Source: an optimization exercise on an open RTL-to-GDS flow (aim: a short achievable clock period and few clock cycles). Production flows keep margins and buffers that such runs may drop. The RTL was checked by simulation tests, not by an equivalence proof against the original design. Power figures rest on the tool's default switching activity, not on a simulated workload.

[flow/config.mk]
export PLATFORM = sky130hd
export DESIGN_NAME = cpu
export DESIGN_NICKNAME = cpu
export VERILOG_FILES = /design/flow/design.v
export SDC_FILE = /design/flow/constraint.sdc
export NUM_CORES = 4
export LEC_CHECK = 0
export CAP_MARGIN = 20
export CORE_MARGIN = 2
export CORE_UTILIZATION = 40
export SETUP_SLACK_MARGIN = 4.0
export SLEW_MARGIN = 20
export TNS_END_PERCENT = 100
[flow/constraint.sdc]
create_clock -name core_clock -period 6.5 [get_ports {clk}]
set_input_delay 1.3000 -clock core_clock [delete_from_list [all_inputs] [get_ports {clk}]]
set_output_delay 1.3000 -clock core_clock [all_outputs]
set_load 0.01 [all_outputs]
[flow/design.v]
module cpu(
    input clk,
    input nrst,
    output halt,
    output bit1_cp2,
    output bit2_cp3,
    output [2:0] io_address,
    output [7:0] dataout,
    input skip_flag,
    input clearacc,
    input [7:0] datain,
    output [11:0] address,
    output [11:0] write_data,
    output write_enable,
    output mem_load,
    input [11:0] read_data,
    input mem_ready
);
reg s_fetch;    
reg s_ptr;      
reg s_oprd;     
reg s_write;    
reg s_iotf;     
reg s_halt;
reg p_none;
reg p_and;
reg p_tad;
reg p_g1;       
reg p_clr;      
reg p_g2;       
reg [11:0] pc;
reg [11:0] ir;
reg [11:0] ac;
reg l;
reg [11:0] md;
reg sk;
reg r_rar, r_rtr, r_ral, r_rtl, r_bsw, r_none;
reg [11:0] addr_r;
reg [11:0] wd_r;
reg we_r;
reg ml_r;
reg [2:0] io_r;
assign address = addr_r;
assign write_data = wd_r;
assign write_enable = we_r;
assign mem_load = ml_r;
assign halt = s_halt;
assign io_address = io_r;
assign dataout = ac[7:0];
assign bit1_cp2 = ir[1];
assign bit2_cp3 = ir[2];
wire cla = ir[7], cll = ir[6], cma = ir[5], cml = ir[4], iac = ir[0];
wire [11:0] s1 = (ac & {12{~cla}}) ^ {12{cma}};
wire s1l = (l & ~cll) ^ cml;
wire [12:0] c;
assign c[0] = iac;
genvar gi;
generate
    for (gi = 1; gi <= 12; gi = gi + 1) begin : g_carry
        assign c[gi] = iac & (cla ? cma : (cma ? ~(|ac[gi-1:0]) : &ac[gi-1:0]));
    end
endgenerate
wire [12:0] s3 = {s1l, s1} ^ c;
wire [12:0] g1 = ({13{r_none}} & s3)
               | ({13{r_rar}} & {s3[0], s3[12:1]})
               | ({13{r_rtr}} & {s3[1:0], s3[12:2]})
               | ({13{r_ral}} & {s3[11:0], s3[12]})
               | ({13{r_rtl}} & {s3[10:0], s3[12:11]})
               | ({13{r_bsw}} & {s3[12], s3[5:0], s3[11:6]});
wire [12:0] tad_sum = {l, ac} + {1'b0, md};
wire [11:0] ac_iot = clearacc ? {4'b0000, datain} : (ac | {4'b0000, datain});
wire [12:0] lac_v = ({13{p_none}} & {l, ac})
                  | ({13{p_and}} & {l, ac & md})
                  | ({13{p_tad}} & tad_sum)
                  | ({13{p_g1}} & g1)
                  | ({13{p_clr}} & {l, 12'd0})
                  | ({13{s_iotf}} & {l, ac_iot});
wire [11:0] ac_v = lac_v[11:0];
wire [11:0] pc1 = pc + 12'd1;
wire g2skip = ((ir[6] & ac[11]) | (ir[5] & ~(|ac)) | (ir[4] & l)) ^ ir[3];
wire squash = (s_iotf & ir[0] & skip_flag) | (p_g2 & g2skip);
wire fetchc = s_fetch | s_iotf;
wire [11:0] I = read_data;
wire [2:0] op = I[11:9];
wire [11:0] ea = {I[7] ? pc[11:7] : 5'b00000, I[6:0]};
wire take = fetchc & mem_ready & ~squash;
always @(posedge clk) begin
    if (!nrst) begin
        l <= 1'b0;
        ac <= 12'd0;
    end else
        {l, ac} <= lac_v;
end
always @(posedge clk) begin
    if (!nrst)
        ir <= 12'd0;
    else if (take)
        ir <= I;
end
always @(posedge clk) begin
    if (!nrst) begin
        r_rar <= 1'b0;
        r_rtr <= 1'b0;
        r_ral <= 1'b0;
        r_rtl <= 1'b0;
        r_bsw <= 1'b0;
        r_none <= 1'b1;
    end else if (take) begin
        r_rar <= (I[3:1] == 3'b100);
        r_rtr <= (I[3:1] == 3'b101);
        r_ral <= (I[3:1] == 3'b010);
        r_rtl <= (I[3:1] == 3'b011);
        r_bsw <= (I[3:1] == 3'b001);
        r_none <= (I[3:1] == 3'b000) | (I[3:1] == 3'b110) | (I[3:1] == 3'b111);
    end
end
always @(posedge clk)
    if (s_oprd) begin
        md <= read_data;
        sk <= &read_data;
    end
always @(posedge clk) begin
    if (fetchc)
        wd_r <= I[11] ? pc1 : ac_v;
    else if (s_ptr)
        wd_r <= ir[11] ? pc1 : ac_v;
    else if (s_oprd)
        wd_r <= read_data + 12'd1;
end
always @(posedge clk) begin
    if (!nrst)
        io_r <= 3'd0;
    else if (take && op == 3'd6)
        io_r <= I[8:6];
    else
        io_r <= 3'd0;
end
always @(posedge clk) begin
    if (!nrst) begin
        addr_r <= 12'd0;
        pc <= 12'd0;
    end else if (fetchc) begin
        if (squash) begin
            addr_r <= pc1;
            pc <= pc1;
        end else if (mem_ready) begin
            addr_r <= (I[11] & I[10]) ? pc1 : ea;
            if (I[11] & I[10])
                pc <= pc1;
            else if (op == 3'd5 && !I[8])
                pc <= ea;
        end
    end else if (s_ptr) begin
        if (mem_ready) begin
            addr_r <= read_data;
            if (ir[11:9] == 3'd5)
                pc <= read_data;
        end
    end else if (s_oprd) begin
        if (mem_ready && !ir[10]) begin
            addr_r <= pc1;
            pc <= pc1;
        end
    end else if (s_write) begin
        if (mem_ready) begin
            if (ir[11]) begin
                addr_r <= addr_r + 12'd1;
                pc <= addr_r + 12'd1;
            end else if (ir[10:9] == 2'b10 && sk) begin
                addr_r <= pc + 12'd2;
                pc <= pc + 12'd2;
            end else begin
                addr_r <= pc1;
                pc <= pc1;
            end
        end
    end
end
reg n_fetch, n_ptr, n_oprd, n_write, n_iotf, n_halt;
reg n_and, n_tad, n_g1, n_clr, n_g2;
always @* begin
    n_fetch = 1'b0; n_ptr = 1'b0; n_oprd = 1'b0; n_write = 1'b0; n_iotf = 1'b0; n_halt = 1'b0;
    n_and = 1'b0; n_tad = 1'b0; n_g1 = 1'b0; n_clr = 1'b0; n_g2 = 1'b0;
    if (fetchc) begin
        if (!take)
            n_fetch = 1'b1;
        else case (op)
        3'd0, 3'd1, 3'd2: begin
            n_ptr = I[8];
            n_oprd = ~I[8];
        end
        3'd3: begin
            n_ptr = I[8];
            n_write = ~I[8];
            n_clr = ~I[8];
        end
        3'd4: begin
            n_ptr = I[8];
            n_write = ~I[8];
        end
        3'd5: begin
            n_ptr = I[8];
            n_fetch = ~I[8];
        end
        3'd6: begin
            n_iotf = (I[8:6] != 3'd0);
            n_fetch = (I[8:6] == 3'd0);
        end
        default: begin
            if (!I[8]) begin
                n_fetch = 1'b1;
                n_g1 = 1'b1;
            end else if (!I[0]) begin
                n_g2 = 1'b1;
                n_clr = I[7];
                n_halt = I[1];
                n_fetch = ~I[1];
            end else
                n_fetch = 1'b1;
        end
        endcase
    end else if (s_ptr) begin
        if (!mem_ready)
            n_ptr = 1'b1;
        else case (ir[11:9])
        3'd3: begin
            n_write = 1'b1;
            n_clr = 1'b1;
        end
        3'd4: n_write = 1'b1;
        3'd5: n_fetch = 1'b1;
        default: n_oprd = 1'b1;
        endcase
    end else if (s_oprd) begin
        if (!mem_ready)
            n_oprd = 1'b1;
        else if (ir[10])
            n_write = 1'b1;    
        else begin
            n_fetch = 1'b1;
            n_tad = ir[9];
            n_and = ~ir[9];
        end
    end else if (s_write) begin
        n_write = ~mem_ready;
        n_fetch = mem_ready;
    end else
        n_halt = 1'b1;
end
always @(posedge clk) begin
    if (!nrst) begin
        s_fetch <= 1'b1;
        s_ptr <= 1'b0;
        s_oprd <= 1'b0;
        s_write <= 1'b0;
        s_iotf <= 1'b0;
        s_halt <= 1'b0;
        p_none <= 1'b1;
        p_and <= 1'b0;
        p_tad <= 1'b0;
        p_g1 <= 1'b0;
        p_clr <= 1'b0;
        p_g2 <= 1'b0;
        we_r <= 1'b0;
        ml_r <= 1'b1;
    end else begin
        s_fetch <= n_fetch;
        s_ptr <= n_ptr;
        s_oprd <= n_oprd;
        s_write <= n_write;
        s_iotf <= n_iotf;
        s_halt <= n_halt;
        p_and <= n_and;
        p_tad <= n_tad;
        p_g1 <= n_g1;
        p_clr <= n_clr;
        p_g2 <= n_g2;
        p_none <= ~(n_and | n_tad | n_g1 | n_clr | n_iotf);
        we_r <= n_write;
        ml_r <= ~n_halt;
    end
end
endmodule
[flow/run.sh]
#!/bin/bash
# synth_recipe.tcl (not shown) runs the flow's synth.tcl, then flattens the netlist and writes it again
# the make line also repeats each setting of config.mk as NAME=value (left out here)
make -C /OpenROAD-flow-scripts/flow DESIGN_CONFIG=/design/flow/config.mk WORK_HOME=/design/flow/orfs CLKGATE_MAP_FILE= SYNTH_SCRIPT=/design/flow/synth_recipe.tcl finish
==> results.yml, run 1 <==
run_status:
  status: "finished clean"
layout:
  area_growth_pct: 34.3
  final_cells: 1349
  final_nets: 1127
  drive_gt1_frac: 0.285
  final_util: 0.550
  num_antenna_cells: 0
place:
  dpl.hpwl_um: 19200
  dp.cells: 1241
  port_buffers: 64
  routabilityCongestion: 0.963
sta:
  fin_crit_sh: 0.428
  hold_viol_final: 0
  setup_viol: 0
  fmax_ghz: 0.359
  slew_headroom: 0.280
  finClkSkew_ns: 0.0115
  final.setup.tns_ns: 0
  worst_pin_slew_ns: 1.08
  rsz0062_at_grt: "yes"
  layout_min_cycle_time_ns: 2.78
  drv_slew: 0
critical_path:
  critPathLaunchType: "register"
  critPathKind: "reg -> reg"
  crit_cells: 10
  worstSetupStartpoint: "ir[5]$_SDFFE_PN0N_"
  worstPathArrival_ns: 2.87
  r2r_end: "wd_r[7]$_DFFE_PP_"
  critPathMaxStageDelay_ns: 0.41
  worst_r2r_path_depth: 10
  critPathRequiredTime_ns: 6.59
  r2r_slack_ns: 3.72
  crit_slowest_cell: "a222oi_1"
  regToRegStartpoint: "ir[5]$_SDFFE_PN0N_"
  crit_fanout: 5
  critPathCaptureType: "register"
  crit_chain: "buf_12 > nand3b_1 > o31ai_4 > buf_4 > o21ai_4 > mux2i_4 > a222oi_1 > nand4_1 > a21oi_1 > a211oi_1"
  crit_buf_inv: 2
  cp_top_family: "compound AO/OA/AOI/OAI gates"
  crit_end: "wd_r[7]$_DFFE_PP_"
route:
  routed_wl_um: 29700
  drt_pre_antenna_iters: 12
  drcViolationCount: 0
  vias: 8449
  drt_iter0_drc: 1074
  viasPerCell: 6.26
  wl_per_cell_um: 22.0
  ant_nets: 0
floorplan:
  die_h_um: 143
  fp.coreArea_um2: 18800
  floorplan.die_area_um2: 20400
  die_w_um: 143
  start_util: 0.409
  ioPinCount: 65
  std_cell_rows: 50
logic_synthesis:
  synth_area_um2: 7710
  synth_area_leader_cell: "dfxtp_1"
  synth_ff_type: "dfxtp_1"
  synth_seq_cells: 95
  synth_warnings: 1
  syn-num-nets: 1045
  syn_avg_cell_area_um2: 7.69
  ys_types: 84
  synth-edff-count: 25
  synth_seq_area_share: 0.279
  synthArstFlopShare: 0
  syn_inst: 1002
  synth.top_cell.area_share: 0.182
  synth_area_leaders: "dfxtp_1 (18%), edfxtp_1 (9.7%), nand2_1 (6.0%)"
power_and_ir_drop:
  p_per_area_nw_per_um2: 163
  p_leak_nw: 3.92
  ir_drop_mv: 0.209
  total_power_w: 0.00169
global_routing:
  antenna_found_initial: 0
  grt_usage: 0.293
  grt_max_degree: 44
  grt_pass1_vias: 7997
  grt_pass1_wl_um: 46200
  grt-ovfl-total: 0
hold_path:
  hp-class: "reg -> reg"
clocking:
  hold_buffers: 0
  clock-root-buffer: "clkbuf_16"
  clk_pin_slew_ns: 0.07
  clock-sinks: 95
  clk_latency_ns: 0.36
  cts_buffers: 9
  cts_max_level: 3
  tritoncts: "yes"
  cts.path.max_buffers: 2
flow_run:
  max-cap-violations: 0
==> layout make-up <==
| cell class | count | area, um2 |
|---|---|---|
| fill | 1784 | 8480 |
| multi-input combinational | 787 | 5840 |
| sequential | 95 | 2220 |
| timing repair buffer | 165 | 1570 |
| tap | 260 | 325 |
| clock buffer | 9 | 225 |
| inverter | 26 | 115 |
| clock inverter | 7 | 56.3 |
==> report_power, final <==
group          total, W  internal, W  switching (W)
clock network  0.000523     0.000265       0.000259
registers      0.000690     0.000643      0.0000464
logic          0.000479     0.000208       0.000271
==> layer usage <==
metal | wire length, um | global-route usage
met5 | 0 | 0
met4 | 1390 | 0.139
met1 | 12200 | 0.385
met3 | 2240 | 0.0406
met2 | 13900 | 0.476
==> flip-flops by register name, summed over array words and instances, names as in the netlist, 3 cells and up <==
| name | cells |
|---|---|
| ir | 11 |
| ac | 12 |
| md | 12 |
| pc | 12 |
| addr_r | 12 |
| wd_r | 12 |
| io_r | 3 |
==> worst register-to-register path, stage by stage, from the launching register on <==
cell	delay (ns)
dfxtp_4	0.39
buf_12	0.15
nand3b_1	0.24
o31ai_4	0.32
buf_4	0.17
o21ai_4	0.06
mux2i_4	0.21
a222oi_1	0.41
nand4_1	0.30
a21oi_1	0.20
a211oi_1	0.06
==> placed cells by master, fill, tap and decap left out, types with 8 or more instances in the layout <==
cell           Yosys  layout
nand2_1          124     117
buf_4              9      76
nor2_1            84      73
a21oi_1           64      58
dfxtp_1           70      43
dlygate4sd2_1      0      41
o21ai_0           59      40
xor2_1            27      27
edfxtp_1          25      25
xnor2_1           26      24
nor3_1            32      24
nand3_1           28      24
inv_1             24      20
nand4_1           17      17
a222oi_1          17      17
a31oi_1           19      17
buf_6              3      17
o211ai_1          14      14
ha_1              17      14
dfxtp_2            0      14
o21ai_1            2      13
dfxtp_4            0      13
mux2i_1           16      12
nor2b_1           11      11
and2_1            12      11
and3_1            11       9
a21o_1            10       9
a22oi_1           14       9
clkbuf_16          0       9
nand2b_1           9       8
nor2_2             0       8
==> repair_timing <==
| item | in CTS | in global routing |
|---|---|---|
| pin swaps | 80 | 47 |
| buffers inserted | 73 | 14 |
| endpoints found under the hold margin | 0 | 0 |
| cloned | 5 | 0 |
| gates resized for setup | 282 | 63 |
| setup endpoints to repair | 130 | 77 |
==> worst min path at each step <==
| stage | from | slack [ns] | endpoint | cells after the start |
|---|---|---|---|---|
| finish | ir[2]$_SDFFE_PN0N_ | 0.47 | ir[2]$_SDFFE_PN0N_ | 2 |
| global route | ir[2]$_SDFFE_PN0N_ | 0.48 | ir[2]$_SDFFE_PN0N_ | 2 |
| CTS | ir[2]$_SDFFE_PN0N_ | 0.47 | ir[2]$_SDFFE_PN0N_ | 2 |
| detailed placement | ir[2]$_SDFFE_PN0N_ | 0.45 | ir[2]$_SDFFE_PN0N_ | 2 |
| global placement | ir[1]$_SDFFE_PN0N_ | 0.45 | ir[1]$_SDFFE_PN0N_ | 2 |
| floorplan | ir[3]$_SDFFE_PN0N_ | 0.44 | ir[3]$_SDFFE_PN0N_ | 2 |
==> synth_stat cells (16+ instances only) <==
cell type and count:
a222oi_1 17, dfxtp_1 70, clkbuf_1 71, nand4_1 17
a21oi_1 64, inv_1 24, xnor2_1 26, ha_1 17
mux2i_1 16, o21ai_0 59, nand2_1 124, nand3_1 28
nor3_1 32, a31oi_1 19, xor2_1 27, edfxtp_1 25
nor2_1 84
==> cells by family (layout without fill, tap and decap cells) <==
family | count (synthesis) | after routing | share of synthesized area
AND/OR/NAND/NOR | 385 | 386 | 0.249
XOR/XNOR | 53 | 53 | 0.0602
adder cells (fa/ha/maj) | 18 | 18 | 0.0302
buffers and inverters | 121 | 207 | 0.0679
AO/OA/AOI/OAI | 307 | 307 | 0.282
multiplexers | 23 | 23 | 0.0320
flip-flops | 95 | 95 | 0.279
==> per-stage QoR <==
step / hold slack (ns) / setup slack [ns] / instance area (um2)
detailed placement: 0.454 / 2.64 / 8410
global placement: 0.452 / 2.67 / 8410
global route: 0.484 / 3.67 / 10400
finish: 0.466 / 3.72 / 10400
CTS: 0.467 / 3.78 / 9990
floorplan: 0.444 / 3.79 / 7830
Testbench counts, summed over its fixed seeds: cycles 135,783.
==> run 2: changes to the inputs <==
==> flow/flow/run.sh (new file) <==
#!/bin/bash
# Layout: the standard synthesis and layout, with the resizer free to swap
# cells across footprints (the platform's default ties each cell to its own
# footprint, which keeps slow port buffers and small gates on critical paths).
set -euo pipefail
bash standard.sh synth > synth.log 2>&1
bash standard.sh MATCH_CELL_FOOTPRINT=0 finish > layout.log 2>&1
==> flow/standard.sh (new file) <==
#!/bin/bash
# synth_recipe.tcl (not shown) runs the flow's synth.tcl, then flattens the netlist and writes it again
# the make line also repeats each setting of config.mk as NAME=value (left out here)
make -C /OpenROAD-flow-scripts/flow DESIGN_CONFIG=/design/flow/config.mk WORK_HOME=/design/flow/orfs CLKGATE_MAP_FILE= SYNTH_SCRIPT=/design/flow/synth_recipe.tcl "${@:-finish}"
removed: flow/run.sh
==> results.yml, run 2 <==
clocking:
  clk_pin_slew_ns: 0.07
  clock-sinks: 95
  hold_buffers: 0
  tritoncts: "yes"
  cts_buffers: 9
  cts.path.max_buffers: 2
  cts_max_level: 3
  clk_latency_ns: 0.36
  clock-root-buffer: "clkbuf_16"
logic_synthesis:
  synth.top_cell.area_share: 0.182
  synth_area_leaders: "dfxtp_1 (18%), edfxtp_1 (9.7%), nand2_1 (6.0%)"
  synth_ff_type: "dfxtp_1"
  synth_common_cells: "nand2_1 (124), nor2_1 (84), clkbuf_1 (71)"
  synth_seq_area_share: 0.279
  synthArstFlopShare: 0
  syn_inst: 1002
  syn-num-nets: 1045
  synth_seq_cells: 95
  synth_warnings: 1
  synth_area_leader_cell: "dfxtp_1"
  ys_types: 84
  synth-edff-count: 25
  synth.most_common_cell: "nand2_1"
  syn_avg_cell_area_um2: 7.69
  synth_area_um2: 7710
critical_path:
  critPathKind: "reg -> reg"
  critPathLaunchType: "register"
  critPathCaptureType: "register"
  crit_fanout: 4
  worstPathArrival_ns: 2.91
  critPathRequiredTime_ns: 6.60
layout:
  finish.instance_area_um2: 10800
  num_antenna_cells: 0
  final_common_cell: "nand2_1"
  mostFrequentLayoutCells: "nand2_1 (118), buf_4 (80), nor2_1 (70)"
  area_growth_pct: 40.0
  final_cells: 1362
  drive_gt1_frac: 0.305
  final_nets: 1140
hold_path:
  hp-class: "reg -> reg"
sta:
  fin_crit_sh: 0.433
  setup_viol: 0
  drv_slew: 0
  layout_min_cycle_time_ns: 2.81
  fmax_ghz: 0.355
  hold_viol_final: 0
  rsz0062_at_grt: "yes"
  worst_pin_slew_ns: 0.734
  setup_ws_ns: 3.69
  slew_headroom: 0.510
  final.setup.tns_ns: 0
  finClkSkew_ns: 0.0115
route:
  wl_per_cell_um: 22.2
  viasPerCell: 6.40
  drt_pre_antenna_iters: 7
  ant_nets: 0
  drt_iter0_drc: 1051
  vias: 8714
  routed_wl_um: 30300
  drcViolationCount: 0
floorplan:
  fp.coreArea_um2: 18800
  die_h_um: 143
  std_cell_rows: 50
  ioPinCount: 65
  floorplan.die_area_um2: 20400
  die_w_um: 143
  start_util: 0.409
power_and_ir_drop:
  ir_drop_mv: 0.145
  p_per_area_nw_per_um2: 162
  p_leak_nw: 4.54
place:
  post_dp_cell_area_um2: 8400
  port_buffers: 64
  place_ws_ns: 2.66
  routabilityCongestion: 0.987
  dpl.hpwl_um: 19300
  dp.cells: 1241
run_status:
  status: "finished clean"
global_routing:
  grt_max_degree: 51
  grt-ovfl-total: 0
  antenna_found_initial: 0
  grt_pass1_vias: 7803
  grt_pass1_wl_um: 44900
  grt_usage: 0.283
flow_run:
  max-cap-violations: 0
-- run 2: cell counts after synthesis --
Identical to the previous run, type by type.
-- run 2: power breakdown --
part           switching (W)  leakage [nW]  internal [W]
Sequential         0.0000450         0.835      0.000643
Clock               0.000256         0.149      0.000307
Combinational       0.000282          3.55      0.000218
Total               0.000583          4.54       0.00117
-- run 2: timing repair --
| action | CTS | global route |
|---|---|---|
| setup buffers | 68 | 28 |
| pin swaps | 75 | 63 |
| cloned | 6 | 3 |
| endpoints found under the setup margin | 133 | 78 |
| gates resized for setup | 256 | 84 |
-- run 2: metrics by stage --
stage                      util  hold WS [ns]  total power, W
after global placement    0.446         0.452         0.00107
after CTS                 0.538         0.460         0.00171
final                     0.573         0.457         0.00175
after global routing      0.573         0.471         0.00182
after floorplan               -         0.444        0.000931
after detailed placement  0.446         0.452         0.00107
-- run 2: worst max-delay path, cell delays in order (launching register included) --
cell and delay, ns:
dfxtp_4 0.40, clkbuf_16 0.15, and4_1 0.22, o32ai_2 0.09, a311oi_2 0.35, o22ai_2 0.17, a211o_1 0.36, o32ai_4 0.40
nor3b_2 0.09, o31a_1 0.32
-- run 2: cell type report --
type	count	area, um2
clock buffer	9	225
clock inverter	7	83.8
inverter	26	111
sequential	95	2220
timing repair buffer	176	1830
fill	1690	8040
multi-input combinational	789	6000
tap	260	325
-- run 2: per-layer routing --
metal | global-route usage | wire (um) | share of wire
met1 | 0.370 | 12500 | 0.41
met5 | 0 | 0 | 0
met3 | 0.0580 | 2620 | 0.086
met4 | 0.129 | 1370 | 0.045
met2 | 0.451 | 13800 | 0.46
-- run 2: path summary, 6_finish.rpt --
path                      start            endpoint  slack, ns  depth (start not counted)
min          ir[2]$_SDFFE_PN0N_  ir[2]$_SDFFE_PN0N_       0.46                          2
min reg2reg  ir[2]$_SDFFE_PN0N_  ir[2]$_SDFFE_PN0N_       0.46                          2
max reg2reg    ac[2]$_SDFF_PN0_   wd_r[2]$_DFFE_PP_       3.69                          9
max            ac[2]$_SDFF_PN0_   wd_r[2]$_DFFE_PP_       3.69                          9
-- run 2: kinds of logic after synthesis --
| kind of cell | count (synthesis) | synth area share |
|---|---|---|
| DFF | 95 | 0.279 |
| muxes | 23 | 0.0320 |
| and+or+nand+nor | 385 | 0.249 |
| AOI/OAI and AO/OA | 307 | 0.282 |
| xor gates and xnor gates | 53 | 0.0602 |
| buffers and inverters | 121 | 0.0679 |
| adders and majority gates | 18 | 0.0302 |

-- what the ideal ports hide --
The flow's constraints put no driver on any port. The routed layouts listed below were extracted and timed again, unchanged, in two steps. Step 1 sets driving cells, clkbuf_16 on the clock port and buf_2 on the other inputs (assumed; they add their load-dependent delay and slew). Step 2 moves the port delays by t, midway between the first and last clock arrival at a register: inputs arrive t later, outputs are due t later. That takes back most of the time a late clock gives input paths. a / b / c = ideal / step 1 / step 2; a / b = the first two.
| run | t (ns) | setup WS [ns] | hold WS [ns] | worst setup path after step 2 |
|---|---|---|---|---|
| run 1 | 0.403 | 3.717 / 3.717 / 3.399 | 0.466 / 0.466 / 0.466 | input to register |
| run 2 | 0.397 | 3.686 / 3.686 / 3.378 | 0.457 / 0.457 / 0.457 | input to register |
After both steps every run listed still meets setup and hold. For run 1, which loses most, drivers alone change the setup slack by 0.000 ns; drivers and shift together by -0.318 ns.
